This design comes from an exercise in tuning for small area and a short achievable clock period on the open sky130 flow, not from production work.

==> flow/design.v <==
module clock_generator(f_clk,rst,f_adc_clock,f_dac_clock,f_sw,f_sw_rise,upd);
input f_clk,rst;
output f_adc_clock,f_dac_clock,f_sw;
output f_sw_rise;
output upd;
reg [8:0] t;
wire en = (&t[8:4]) & t[1] & t[0];       
assign f_sw_rise = en;
assign f_sw = en & t[2];                 
assign upd = (t == 9'd1);                
assign f_adc_clock = ~t[1] & ~t[0];
assign f_dac_clock = f_adc_clock;
always @(posedge f_clk)
  if (rst) t <= 9'd503;
  else if (en) t <= {8'd0, t[2]};
  else t <= t + 9'd1;
endmodule
module digital_PID_controller(clk,rst,en,upd,init,qt,sel,adc,y0,y1);
input clk,rst;
input en;                       
input upd;                      
input init;                     
input qt;                       
input sel;                      
input [8:0] adc;                
output [11:0] y0,y1;            
reg [8:0] f0;
reg [8:0] fp;
reg [17:0] acc;
reg [13:0] kh;
wire band = ~f0[8] & (&f0[7:3]) & (|f0[2:0]);    
wire [8:0] f76 = f0 + 9'd7;
wire hi = sel & qt;
wire zero = sel & init;
wire [8:0] fe = zero ? 9'd0 : hi ? f76 : f0;
wire [9:0] d = {f0[8], f0} - {fp[8], fp};
wire [18:0] k0 = {{3{acc[17]}}, acc[17:2]} + {d[8:0], 10'd0} - {{8{d[9]}}, d, 1'b0};
wire [13:0] k1 = k0[18:5] + (band ? 14'd255 : 14'd223) + (k0[4:0] >= 5'd14);
wire [13:0] s0 = kh + {{3{f0[8]}}, f0, 2'b00} + {{5{f0[8]}}, f0};
wire [13:0] s1 = s0 + (band ? 14'h3623 : 14'h0023);
assign y0 = s0[13:2];
assign y1 = s1[13:2];
always @(posedge clk)
  if (en) kh <= zero ? 14'd0 : hi ? k1 : k0[18:5];
always @(posedge clk)
  if (rst) begin
    f0 <= 9'd69;
    fp <= 9'd0;
    acc <= 18'd0;
  end else begin
    if (en) begin
      f0 <= 9'd69 - adc;
      fp <= fe;
    end
    if (upd) acc <= acc + {{9{fp[8]}}, fp} * 18'd99;
  end
endmodule
module DPWM_dead_time_circuit(clk,rst,sel,y0,y1,Q_H,Q_L);
input clk,rst,sel;
input signed [11:0] y0,y1;
output Q_H,Q_L;
reg q_pwm;
reg [5:0] shift;
reg signed [11:0] counter;
wire low = counter <= 12'sd1;
wire cmp0 = counter <= y0;
wire cmp1 = counter <= y1;
wire on = low | (sel ? cmp1 : cmp0);
wire wrap = (counter == 12'sd499) & ~on;
always @(posedge clk)
  if (rst) begin
    q_pwm <= 1'b0;
    counter <= 12'sd0;
    shift <= 6'd0;
  end else begin
    q_pwm <= on;
    counter <= wrap ? 12'sd0 : counter + 12'sd1;
    shift <= {shift[4:0], q_pwm};
  end
assign Q_H = q_pwm & shift[5];
assign Q_L = ~(q_pwm | shift[5]);
endmodule
module PID_CONTROLLER(clk,rst,clk_adc,clk_dac,pwm_high,pwm_low,adc_data,dac_data,Q_load,Q_L_R_tran);
input clk,rst,Q_L_R_tran;
output clk_adc,clk_dac,pwm_high,pwm_low,Q_load;
input signed [9:0] adc_data;
output [11:0] dac_data;
wire en, init, upd;
reg [6:0] s;                    
wire q_tran = s[6];             
wire [11:0] y0, y1;
clock_generator u1(.f_clk(clk),.rst(rst),.f_adc_clock(clk_adc),.f_dac_clock(clk_dac),.f_sw(init),.f_sw_rise(en),.upd(upd));
always @(posedge clk)
  if (rst) s <= 7'd12;
  else if (en) s <= (s == 7'd112) ? 7'd12 : s + 7'd1;
digital_PID_controller u2(.clk(clk),.rst(rst),.en(en),.upd(upd),.init(init),.qt(q_tran),.sel(Q_L_R_tran),
  .adc(adc_data[9:1]),.y0(y0),.y1(y1));
DPWM_dead_time_circuit u6(.clk(clk),.rst(rst),.sel(Q_L_R_tran & q_tran),.y0(y0),.y1(y1),.Q_H(pwm_high),.Q_L(pwm_low));
assign Q_load = ~Q_L_R_tran & q_tran;
assign dac_data = 12'b0;
endmodule
clock: 10.0 ns
lec_check: 0
cap_margin: 20
core_margin: 2
core_utilization: 40
setup_slack_margin: 5
slew_margin: 20
run.sh (not shown) runs the stock make flow with config.mk's settings and CLKGATE_MAP_FILE= SYNTH_SCRIPT=/design/flow/synth_recipe.tcl, a recipe that flattens the netlist after the stock synthesis.
Next try:
--- a/flow/design.v
+++ b/flow/design.v
@@ -30,33 +30,62 @@
 reg [13:0] kh;
 wire band = ~f0[8] & (&f0[7:3]) & (|f0[2:0]);    
 wire [8:0] f76 = f0 + 9'd7;
 wire hi = sel & qt;
 wire zero = sel & init;
 wire [8:0] fe = zero ? 9'd0 : hi ? f76 : f0;
-wire [9:0] d = {f0[8], f0} - {fp[8], fp};
-wire [18:0] k0 = {{3{acc[17]}}, acc[17:2]} + {d[8:0], 10'd0} - {{8{d[9]}}, d, 1'b0};
-wire [13:0] k1 = k0[18:5] + (band ? 14'd255 : 14'd223) + (k0[4:0] >= 5'd14);
-wire [13:0] s0 = kh + {{3{f0[8]}}, f0, 2'b00} + {{5{f0[8]}}, f0};
-wire [13:0] s1 = s0 + (band ? 14'h3623 : 14'h0023);
+wire [9:0] d;
+rca #(10) ad(.a({f0[8], f0}), .b(~{fp[8], fp}), .ci(1'b1), .s(d), .co());
+wire [18:0] ka = {{3{acc[17]}}, acc[17:2]};
+wire [18:0] kb = {d[8:0], 10'd0};
+wire [18:0] kc = ~{{8{d[9]}}, d, 1'b0};
+wire [18:0] ks, kk;
+csa #(19) kcs(.a(ka), .b(kb), .c(kc), .s(ks), .k(kk));
+wire [18:0] k0;
+rca #(19) ka0(.a(ks), .b(kk), .ci(1'b1), .s(k0), .co());
+wire [13:0] k1;
+rca #(14) ka1(.a(k0[18:5]), .b(band ? 14'd255 : 14'd223), .ci(k0[4:0] >= 5'd14), .s(k1), .co());
+wire [13:0] ss, sk, s0, s1;
+csa #(14) scs(.a(kh), .b({{3{f0[8]}}, f0, 2'b00}), .c({{5{f0[8]}}, f0}), .s(ss), .k(sk));
+rca #(14) sa0(.a(ss), .b(sk), .ci(1'b0), .s(s0), .co());
+rca #(14) sa1(.a(s0), .b(band ? 14'h3623 : 14'h0023), .ci(1'b0), .s(s1), .co());
 assign y0 = s0[13:2];
 assign y1 = s1[13:2];
+wire [10:0] f3;
+rca #(11) af3(.a({{2{fp[8]}}, fp}), .b({fp[8], fp, 1'b0}), .ci(1'b0), .s(f3), .co());
+wire [17:0] as, ak, accn;
+csa #(18) acs(.a(acc), .b({{7{f3[10]}}, f3}), .c({{2{f3[10]}}, f3, 5'd0}), .s(as), .k(ak));
+rca #(18) aa(.a(as), .b(ak), .ci(1'b0), .s(accn), .co());
 always @(posedge clk)
   if (en) kh <= zero ? 14'd0 : hi ? k1 : k0[18:5];
 always @(posedge clk)
   if (rst) begin
     f0 <= 9'd69;
     fp <= 9'd0;
     acc <= 18'd0;
   end else begin
     if (en) begin
       f0 <= 9'd69 - adc;
       fp <= fe;
     end
-    if (upd) acc <= acc + {{9{fp[8]}}, fp} * 18'd99;
+    if (upd) acc <= accn;
   end
+endmodule
+module rca #(parameter N = 8) (input [N-1:0] a, input [N-1:0] b, input ci, output [N-1:0] s, output co);
+wire [N:0] c;
+assign c[0] = ci;
+genvar i;
+generate for (i = 0; i < N; i = i + 1) begin : g
+  assign s[i] = a[i] ^ b[i] ^ c[i];
+  assign c[i+1] = (a[i] & b[i]) | (c[i] & (a[i] ^ b[i]));
+end endgenerate
+assign co = c[N];
+endmodule
+module csa #(parameter N = 8) (input [N-1:0] a, input [N-1:0] b, input [N-1:0] c, output [N-1:0] s, output [N-1:0] k);
+assign s = a ^ b ^ c;
+assign k = {(a[N-2:0] & b[N-2:0]) | (c[N-2:0] & (a[N-2:0] ^ b[N-2:0])), 1'b0};
 endmodule
 module DPWM_dead_time_circuit(clk,rst,sel,y0,y1,Q_H,Q_L);
 input clk,rst,sel;
 input signed [11:0] y0,y1;
 output Q_H,Q_L;
 reg q_pwm;
What happened: The new run passed the timing, DRC and antenna checks; die area shrinks by 17%; worst setup slack degrades by 3.0 ns; count of clock-buffer cells in the layout grows by 1; worst hold slack is about the same; via count shrinks by 29%; global-route usage shrinks by 1.2 points; design area shrinks by 18%; area after synthesis shrinks by 18%; register-to-register slack degrades by 3.0 ns.
No run of this note included a check of the RTL's function; only the layout flow was run.

afterwards: timing with drivers on the ports:
The flow's constraints put no driver on any port. The routed layouts listed below were extracted and timed again, unchanged, in two steps.
Step 1 (the two cells are an assumption about what drives the block):
set clk [get_ports {clk}]
set_driving_cell -lib_cell sky130_fd_sc_hd__clkbuf_16 $clk
set_driving_cell -lib_cell sky130_fd_sc_hd__buf_2 [delete_from_list [all_inputs] $clk]
Step 2 times the ports against the registers' clock, not the clock port: input delays grow and output delays shrink by t, the midpoint of the rising clock arrivals with the driver on.
Slacks: no drivers / after step 1 / after step 2; pairs: no drivers / after step 1.
run	t (ns)	setup WS [ns]	slew at the worst register clock pin (ns)
the first run	0.395	4.828 / 4.828 / 4.828	0.07 / 0.07
the second run	0.397	1.784 / 1.784 / 1.784	0.07 / 0.07
After both steps setup and hold are still met in every run listed.
